This design comes from an exercise in tuning for small area, a short achievable clock period and few clock cycles on the open sky130 flow, not from production work. Function was checked by simulation only, so behaviour that the tests miss may differ from the original. No activity file was given, so power comes from the tool's default toggle rates.

== job 5859 ==
==> flow/design.v <==
module geofence ( clk,reset,X,Y,valid,is_inside);
input clk;
input reset;
input [9:0] X;
input [9:0] Y;
output reg valid;
output reg is_inside;
reg [3:0] cnt;
reg [21:0] q5;           
reg [25:0] q4;           
reg [21:0] q3, q2, q1, q0;   
reg prep;                
reg pass;                
reg two;
reg [3:0] ri;            
reg [2:0] pcnt;          
reg [2:0] rp;            
reg [2:0] cu, cw;        
reg [2:0] pu, pw;        
reg have_u, have_w;
reg [3:0] bcnt;          
reg signed [10:0] ux, uy, wx, wy;
wire [9:0] px = ux[9:0];
wire [9:0] py = uy[9:0];
wire [11:0] m = {wx[0], wy};
reg signed [11:0] acc, d;
reg done, res;           
function [10:0] sub10;
    input [9:0] a, b;
    reg [10:0] g, p, gn, pn;
    integer l, j;
    begin
        g = {a & ~b, 1'b1};
        p = {~(a ^ b), 1'b0};
        for (l = 1; l < 16; l = l * 2) begin
            for (j = 0; j < 11; j = j + 1) begin
                if (j >= l) begin
                    gn[j] = g[j] | (p[j] & g[j-l]);
                    pn[j] = p[j] & p[j-l];
                end else begin
                    gn[j] = g[j];
                    pn[j] = p[j];
                end
            end
            g = gn;
            p = pn;
        end
        sub10 = {~g[10], ~(a ^ b) ^ g[9:0]};
    end
endfunction
wire signed [10:0] dx = sub10(X, px);
wire signed [10:0] dy = sub10(Y, py);
function neg13;
    input [12:0] a, b;
    reg [11:0] g, p, gn, pn;
    integer l, j;
    begin
        g = a[11:0] & b[11:0];
        p = a[11:0] | b[11:0];
        for (l = 1; l < 12; l = l * 2) begin
            for (j = 0; j < 12; j = j + 1) begin
                if (j >= l) begin
                    gn[j] = g[j] | (p[j] & g[j-l]);
                    pn[j] = p[j] & p[j-l];
                end else begin
                    gn[j] = g[j];
                    pn[j] = p[j];
                end
            end
            g = gn;
            p = pn;
        end
        neg13 = a[12] ^ b[12] ^ g[11];
    end
endfunction
wire signed [10:0] vx = q5[21:11];
wire signed [10:0] vy = q5[10:0];
wire [12:0] x1 = {{2{vx[10]}}, vx};          
wire [12:0] y1 = {{2{vy[10]}}, vy};          
wire [12:0] x2 = {vx[10], vx, 1'b0};         
wire [12:0] y2 = {vy[10], vy, 1'b0};         
wire [5:0] b;
assign b[0] = ~vy[10];                       
assign b[1] = ~neg13(y2, ~x1);               
assign b[2] = ~neg13(y1, ~x2);               
assign b[3] = vx[10];                        
assign b[4] = neg13(y1, x2);                 
assign b[5] = neg13(y2, x1);                 
function [11:0] onehot;
    input [5:0] c;
    integer n;
    begin
        for (n = 0; n < 5; n = n + 1) begin
            onehot[n] = c[n] & ~c[n+1];
            onehot[n+6] = ~c[n] & c[n+1];
        end
        onehot[5] = c[5] & c[0];
        onehot[11] = ~c[5] & ~c[0];
    end
endfunction
function [3:0] encode;
    input [11:0] h;
    begin
        encode[0] = h[1] | h[3] | h[5] | h[7] | h[9] | h[11];
        encode[1] = h[2] | h[3] | h[6] | h[7] | h[10] | h[11];
        encode[2] = h[4] | h[5] | h[6] | h[7];
        encode[3] = |h[11:8];
    end
endfunction
wire [11:0] h5 = onehot(b);
genvar k;
wire [11:0] z = ~m;
wire [23:0] zz = {z, z};
wire [11:0] r5, r6;
generate
    for (k = 0; k < 12; k = k + 1) begin : g_run
        assign r5[k] = &zz[k+4:k];
        assign r6[k] = &zz[k+5:k];
    end
endgenerate
wire [23:0] r6r = {r6, r6};
wire [23:0] r5r = {r5, r5};
wire [11:0] outv, ambv;
generate
    for (k = 0; k < 12; k = k + 1) begin : g_dec
        assign outv[k] = |r6r[k+6:k+1];
        assign ambv[k] = ~outv[k] & (|r5r[k+7:k+1]);
    end
endgenerate
wire out = |(h5 & outv);
wire amb = |(h5 & ambv);
wire lo = |r5[5:0];
wire [11:0] rs = lo ? {6'd0, r5[5:0]} : r5;
wire [3:0] rj = (ri >= 4'd6) ? ri - 4'd6 : ri + 4'd6;
wire in_i = (q4[25:22] == ri);
wire in_j = (q4[25:22] == rj);
wire signed [10:0] qx = q4[21:11];
wire signed [10:0] qy = q4[10:0];
wire mdone = (bcnt == 4'd11);
wire signed [11:0] ta = wy[0] ? ux : 11'sd0;
wire signed [11:0] tb = wx[0] ? uy : 11'sd0;
wire signed [12:0] sum = (bcnt == 4'd11) ? (acc - d) : (acc + d);
wire nonneg = ~sum[12];
wire slow = (cnt == 4'd8) & ~valid;
always @(posedge clk or posedge reset) begin
    if (reset) begin
        cnt <= 4'd0;
        valid <= 1'b0;
    end else begin
        if (cnt == 4'd7) begin
            cnt <= 4'd8;
            valid <= ~amb;
        end else if (cnt == 4'd8) begin
            if (valid) begin
                cnt <= 4'd0;
                valid <= 1'b0;
            end else if (done)
                valid <= 1'b1;
        end else
            cnt <= cnt + 4'd1;
    end
end
always @(posedge clk) begin
    q5 <= (cnt >= 4'd7) ? q0 : {dx, dy};
    q4 <= {encode(h5), q5};
    q3 <= q4[21:0];
    q2 <= q3; q1 <= q2; q0 <= q1;
    if (cnt == 4'd7)
        is_inside <= ~out;
    else if (done)
        is_inside <= res;
end
wire pend = ~prep & (pcnt == 3'd6) & mdone;
wire lastpair = (pu == cu - 3'd1) & (pw == cw - 3'd1);
always @(*) begin
    done = 1'b0;
    res = 1'b0;
    if (slow & pend) begin
        if (nonneg) begin
            done = ~(two & ~pass);
            res = 1'b1;
        end else
            done = lastpair;
    end
end
always @(posedge clk) begin
    d <= ta - tb;
    if ((bcnt == 4'd0) | (bcnt >= 4'd11))
        acc <= 12'sd0;
    else
        acc <= sum >>> 1;
end
always @(posedge clk) begin
    if (~slow) begin
        if (cnt == 4'd0) begin
            ux <= {1'b0, X};
            uy <= {1'b0, Y};
        end
        if (cnt == 4'd2)
            {wx[0], wy} <= h5;
        else if ((cnt >= 4'd3) & (cnt <= 4'd7))
            {wx[0], wy} <= m | h5;
        prep <= 1'b1;
        pass <= 1'b0;
        pcnt <= 3'd0;
        cu <= 3'd0;
        cw <= 3'd0;
        pu <= 3'd0;
        pw <= 3'd0;
        have_u <= 1'b0;
        have_w <= 1'b0;
        bcnt <= 4'd15;
    end else begin
        if (bcnt <= 4'd11) begin
            bcnt <= bcnt + 4'd1;
            wx <= wx >>> 1;
            wy <= wy >>> 1;
        end
        rp <= (rp == 3'd5) ? 3'd0 : rp + 3'd1;
        if (prep) begin
            rp <= 3'd0;
            ri <= encode({rs[0], rs[11:1]});
            two <= lo & (|r5[11:6]);
            prep <= 1'b0;
        end else begin
            if ((pcnt == 3'd7) & (rp == 3'd5))
                pcnt <= 3'd0;
            if (pcnt < 3'd6) begin
                pcnt <= pcnt + 3'd1;
                if (in_i) begin
                    if (cu == pu) begin
                        ux <= qx;
                        uy <= qy;
                        have_u <= 1'b1;
                    end
                    cu <= cu + 3'd1;
                end
                if (in_j) begin
                    if (cw == pw) begin
                        wx <= qx;
                        wy <= qy;
                        have_w <= 1'b1;
                    end
                    cw <= cw + 3'd1;
                end
            end
            if (have_u & have_w & (bcnt == 4'd15))
                bcnt <= 4'd0;
            if (pend) begin
                if (nonneg) begin
                    pass <= 1'b1;
                    ri <= rj;
                    pu <= 3'd0;
                    pw <= 3'd0;
                end else if (pw == cw - 3'd1) begin
                    pu <= pu + 3'd1;
                    pw <= 3'd0;
                end else
                    pw <= pw + 3'd1;
                pcnt <= 3'd7;
                cu <= 3'd0;
                cw <= 3'd0;
                have_u <= 1'b0;
                have_w <= 1'b0;
                bcnt <= 4'd15;
            end
        end
    end
end
endmodule
clock: 8.0 ns
lec_check: 0
abc_area: 1
cap_margin: 20
core_margin: 2
core_utilization: 60
cts_buf_list: sky130_fd_sc_hd__clkbuf_8 sky130_fd_sc_hd__clkbuf_16
cts_cluster_diameter: 60
cts_cluster_size: 20
place_density: 0.75
setup_slack_margin: 5.0
slew_margin: 20
run.sh (not shown) runs the stock make flow with config.mk's settings and CLKGATE_MAP_FILE= SYNTH_SCRIPT=/design/flow/synth_recipe.tcl, a recipe that flattens the netlist after the stock synthesis.
Every stage of the flow completed for job 5859, and the final layout passed the timing, design-rule and antenna checks.
Testbench counts of job 5859, summed over its fixed seeds: cycles 7,216.
#### Input delta (job 743 over job 5859)
# job 5859
export LEC_CHECK = 0
export ABC_AREA = 1
export CAP_MARGIN = 20
export CORE_MARGIN = 2
export CORE_UTILIZATION = 60
export CTS_BUF_LIST = sky130_fd_sc_hd__clkbuf_8 sky130_fd_sc_hd__clkbuf_16
export CTS_CLUSTER_DIAMETER = 60
export CTS_CLUSTER_SIZE = 20
export PLACE_DENSITY = 0.75
export SETUP_SLACK_MARGIN = 5.0
export SLEW_MARGIN = 20
create_clock -name core_clock -period 8.0 [get_ports {clk}]
# job 743
export LEC_CHECK = 0
export ABC_AREA = 1
export CAP_MARGIN = 20
export CORE_MARGIN = 2
export CORE_UTILIZATION = 60
export CTS_BUF_LIST = sky130_fd_sc_hd__clkbuf_8
export CTS_CLUSTER_DIAMETER = 50
export CTS_CLUSTER_SIZE = 16
export PLACE_DENSITY = 0.75
export SETUP_SLACK_MARGIN = 5.0
export SLEW_MARGIN = 20
create_clock -name core_clock -period 8.0 [get_ports {clk}]
==> comparison <==
Summary of job 743 over job 5859: register share of the cell area moved up; buffers plus inverters on the worst setup path shows an increase of 1. Post-route core utilization for job 743 is lower than for job 5859. Higher final-layout worst hold slack goes to job 5859 over job 743. Against job 5859 as the reference, job 743 delivers a lower non-clock buffer count. Delta(met1 demand-to-capacity share in global routing, job 743 - job 5859) < 0. Post-layout total power was higher in the run labelled job 5859. Design area came out lower on job 743 than on job 5859. In job 743 the fraction of area in multi-input gates turned out 0.16 points higher than in job 5859. Critical path depth, job 5859 and job 743, lower one = job 5859.
[inputs] job 4536 vs job 743
# job 743
export LEC_CHECK = 0
export ABC_AREA = 1
export CAP_MARGIN = 20
export CORE_MARGIN = 2
export CORE_UTILIZATION = 60
export CTS_BUF_LIST = sky130_fd_sc_hd__clkbuf_8
export CTS_CLUSTER_DIAMETER = 50
export CTS_CLUSTER_SIZE = 16
export PLACE_DENSITY = 0.75
export SETUP_SLACK_MARGIN = 5.0
export SLEW_MARGIN = 20
create_clock -name core_clock -period 8.0 [get_ports {clk}]
# job 4536
export LEC_CHECK = 0
export ABC_AREA = 1
export CAP_MARGIN = 20
export CORE_MARGIN = 2
export CORE_UTILIZATION = 60
export CTS_BUF_LIST = sky130_fd_sc_hd__clkbuf_16
export CTS_CLUSTER_DIAMETER = 80
export CTS_CLUSTER_SIZE = 24
export PLACE_DENSITY = 0.75
export SETUP_SLACK_MARGIN = 5.0
export SLEW_MARGIN = 20
create_clock -name core_clock -period 8.0 [get_ports {clk}]
--- outcome ---
Job 4536 against job 743: met1 layer usage reported by global route shows an increase of 0.58 points, number of clock buffer instances in the layout shows a reduction of 8, fill cell instance count of the final layout shows a reduction of 22, number of setup buffers added after CTS shows an increase of 4.
Looking at total wire length after detailed routing across job 4536 and job 743, the one that comes out higher is job 4536.
in2reg as the path type of the worst setup path was reported by job 4536, and reg2reg by job 743.
Job 4536 against job 743: fmax moved down; largest driver fanout on the critical path moved down; number of vias in the routed layout level; final area level; sequential share of layout area level.
Job 4536: global-route usage 0.20 points above job 743

========
Setup of build 4:
RTL: the design.v shown in full above, as it stands there.
==> flow/config.mk <==
export PLATFORM = sky130hd
export DESIGN_NAME = geofence
export DESIGN_NICKNAME = geofence
export VERILOG_FILES = /design/flow/design.v
export SDC_FILE = /design/flow/constraint.sdc
export NUM_CORES = 4
export LEC_CHECK = 0
export ABC_AREA = 1
export CAP_MARGIN = 20
export CORE_MARGIN = 2
export CORE_UTILIZATION = 60
export CTS_BUF_LIST = sky130_fd_sc_hd__clkbuf_16
export CTS_CLUSTER_DIAMETER = 60
export CTS_CLUSTER_SIZE = 30
export PLACE_DENSITY = 0.75
export SETUP_SLACK_MARGIN = 5.0
export SLEW_MARGIN = 20
==> flow/constraint.sdc <==
create_clock -name core_clock -period 8.0 [get_ports {clk}]
set_input_delay 1.6000 -clock core_clock [delete_from_list [all_inputs] [get_ports {clk}]]
set_output_delay 1.6000 -clock core_clock [all_outputs]
set_load 0.01 [all_outputs]
Testbench counts of build 4, summed over its fixed seeds: cycles 7,216.
Here is what was changed in the inputs of build 50 compared with build 4.
# build 4
export LEC_CHECK = 0
export ABC_AREA = 1
export CAP_MARGIN = 20
export CORE_MARGIN = 2
export CORE_UTILIZATION = 60
export CTS_BUF_LIST = sky130_fd_sc_hd__clkbuf_16
export CTS_CLUSTER_DIAMETER = 60
export CTS_CLUSTER_SIZE = 30
export PLACE_DENSITY = 0.75
export SETUP_SLACK_MARGIN = 5.0
export SLEW_MARGIN = 20
create_clock -name core_clock -period 8.0 [get_ports {clk}]
# build 50
export LEC_CHECK = 0
export CAP_MARGIN = 20
export CORE_MARGIN = 2
export CORE_UTILIZATION = 60
export CTS_BUF_LIST = sky130_fd_sc_hd__clkbuf_16
export CTS_CLUSTER_DIAMETER = 80
export CTS_CLUSTER_SIZE = 24
export PLACE_DENSITY = 0.75
export SETUP_SLACK_MARGIN = 5.0
export SLEW_MARGIN = 20
create_clock -name core_clock -period 8.0 [get_ports {clk}]
--- outcome ---
Area of all placed cells without fillers delta for build 50 relative to build 4: about 1.5% lower
Against build 4 as the reference, build 50 delivers a lower mapped cell area.
Build 4 → build 50: post-cts repair resize count higher, maximum resistive drop on vdd saw an increase.
Synthesis-to-finish area growth of build 50 is on par with build 4.
Build 50: full flow OK, the timing, design-rule and antenna checks passed
Delta (build 50 minus build 4): wire length of the first global-routing pass dropped about 0.32%; adder-cell share of the synthesized area increased 0.67 points.
For build 4, the start point of the critical path was X[3], unlike build 50, where it was d[1].
Build 50 ended up with sky130_fd_sc_hd__or3b_4 as its cell type of the slowest stage on the worst timing path; build 4 ended up with sky130_fd_sc_hd__clkdlybuf4s50_1.
Modified inputs, build 9 compared to build 50
# build 50
export LEC_CHECK = 0
export CAP_MARGIN = 20
export CORE_MARGIN = 2
export CORE_UTILIZATION = 60
export CTS_BUF_LIST = sky130_fd_sc_hd__clkbuf_16
export CTS_CLUSTER_DIAMETER = 80
export CTS_CLUSTER_SIZE = 24
export PLACE_DENSITY = 0.75
export SETUP_SLACK_MARGIN = 5.0
export SLEW_MARGIN = 20
create_clock -name core_clock -period 8.0 [get_ports {clk}]
# build 9
export LEC_CHECK = 0
export ABC_AREA = 1
export CAP_MARGIN = 20
export CORE_MARGIN = 2
export CORE_UTILIZATION = 50
export CTS_BUF_LIST = sky130_fd_sc_hd__clkbuf_16
export CTS_CLUSTER_DIAMETER = 80
export CTS_CLUSTER_SIZE = 24
export PLACE_DENSITY = 0.65
export SETUP_SLACK_MARGIN = 5.0
export SLEW_MARGIN = 20
create_clock -name core_clock -period 8.0 [get_ports {clk}]
==> summary.txt <==
- Final critical path time including I/O delays and setup ended up 0.67 ns lower on build 9 than on build 50.
- Build 9 vs build 50 — critical path depth in cells rose 2.
- Diff build 50 -> build 9: count of non-filler cells in the finished layout moved up; power saw a decrease; data arrival time of the worst path decreased 0.82 ns; final period utilization went down.
- Relative to build 50, the non-clock buffer area fraction after layout of build 9 is lower by 1.3 points.
- Build 9 ends up with a cell area that is about 1.9% higher than in build 50.
- Build 9 against build 50: wire length of the first global-routing pass +3.7%; synthesized cell count shows an increase of 255.

========
== north ==
Another version of the RTL of geofence (not shown whole).
Size: about 290 flip-flops, about 24 I/O pins.
Settings: LEC_CHECK=0, CAP_MARGIN=20, CORE_MARGIN=2, CORE_UTILIZATION=60, CTS_BUF_LIST=sky130_fd_sc_hd__clkbuf_16, CTS_CLUSTER_DIAMETER=80, CTS_CLUSTER_SIZE=24, PLACE_DENSITY=0.75, SETUP_SLACK_MARGIN=4.5, SLEW_MARGIN=20; clock period 8.0 ns.
Every stage of the flow completed for north, and the final layout passed the timing, design-rule and antenna checks.
Testbench counts of north, summed over its fixed seeds: cycles 7,195.
--- input diff north..south ---
- ABC_AREA newly set to 1
- SETUP_SLACK_MARGIN changed from 4.5 to 5.0
- CAP_MARGIN changed from 20 to 0
- SLEW_MARGIN changed from 20 to 0
[summary]
- Overall die height, south and north, lower one = north.
- The higher relative contribution of combinational cells to total power came out of south.
- Via count ends up lower on north.
- south vs. north: tap cell instance count has increased; post-synthesis instance area has increased.
- For the placed standard-cell area, south came in 4.3% higher than north did.
- Diff north -> south: buffer count excluding the clock tree in the final layout went up, portion of the layout cell area used by non-clock buffers did not really move.
- south: total non-filler cell area in the finished layout 4.9% above north
diff inputs: south => east
- CAP_MARGIN changed from 0 to 20
- ABC_AREA removed (was 1)
- SLEW_MARGIN changed from 0 to 20
Looking at post-DP HPWL, east sits below south. south has a lower fraction of area in non-clock buffers than east. Comparing relative area change from synthesis to final layout for south and east, the smaller number came from south. The met2 capacity usage during global routing on south is in line with that on east. Re later-pin clock latency in the skew report: east is 0.02 ns up on south. east against south: final routed wirelength across all metal layers went down 1100 um; first-pass GRT wire length -2600 um; post-route total power rose by about 3%; inverter count of the layout excluding clock inverters went down. Relative to south, power per cell area increased by 3.8% in east. east: via count of the first global-routing pass is 7.3% lower than what south reported.

[separate check: timing with driven ports]
No port has a modelled driver above. Below, the same layouts with a new extraction and two added sets of constraints. Step 1 sets driving cells, clkbuf_16 on the clock port and buf_2 on the other inputs (assumed; they add their load-dependent delay and slew). Step 2 moves the port delays by t, midway between the first and last clock arrival at a register: inputs arrive t later, outputs are due t later. That takes back most of the time a late clock gives input paths. Slacks: ideal ports / drivers / drivers and shift; pairs: ideal ports / drivers.
| run | shift t [ns] | setup slack, ns | worst setup path at the end | clock arrival spread, ns | slew at the worst register clock pin (ns) |
|---|---|---|---|---|---|
| job 5859 | 0.546 | 5.050 / 5.076 / 4.530 | input to register | 0.020 / 0.020 | 0.08 / 0.08 |
| job 743 | 0.591 | 5.077 / 5.077 / 4.516 | input to register | 0.037 / 0.037 | 0.10 / 0.10 |
| job 4536 | 0.527 | 5.062 / 5.083 / 4.556 | input to register | 0.020 / 0.020 | 0.10 / 0.10 |
| build 4 | 0.536 | 5.034 / 5.001 / 4.524 | input to register | 0.034 / 0.033 | 0.10 / 0.10 |
| build 50 | 0.524 | 4.427 / 4.427 / 4.427 | register to register | 0.023 / 0.023 | 0.10 / 0.10 |
| build 9 | 0.530 | 5.097 / 5.097 / 4.593 | input to register | 0.023 / 0.022 | 0.10 / 0.10 |
| north | 0.542 | 4.558 / 4.585 / 4.043 | input to register | 0.041 / 0.040 | 0.10 / 0.10 |
| south | 0.540 | 5.100 / 5.132 / 4.592 | input to register | 0.018 / 0.018 | 0.09 / 0.09 |
| east | 0.551 | 5.052 / 5.064 / 4.532 | input to register | 0.022 / 0.023 | 0.10 / 0.10 |
After both steps setup and hold are still met in every run listed. For job 743, which loses most, drivers alone change the setup slack by 0.000 ns; drivers and shift together by -0.561 ns.
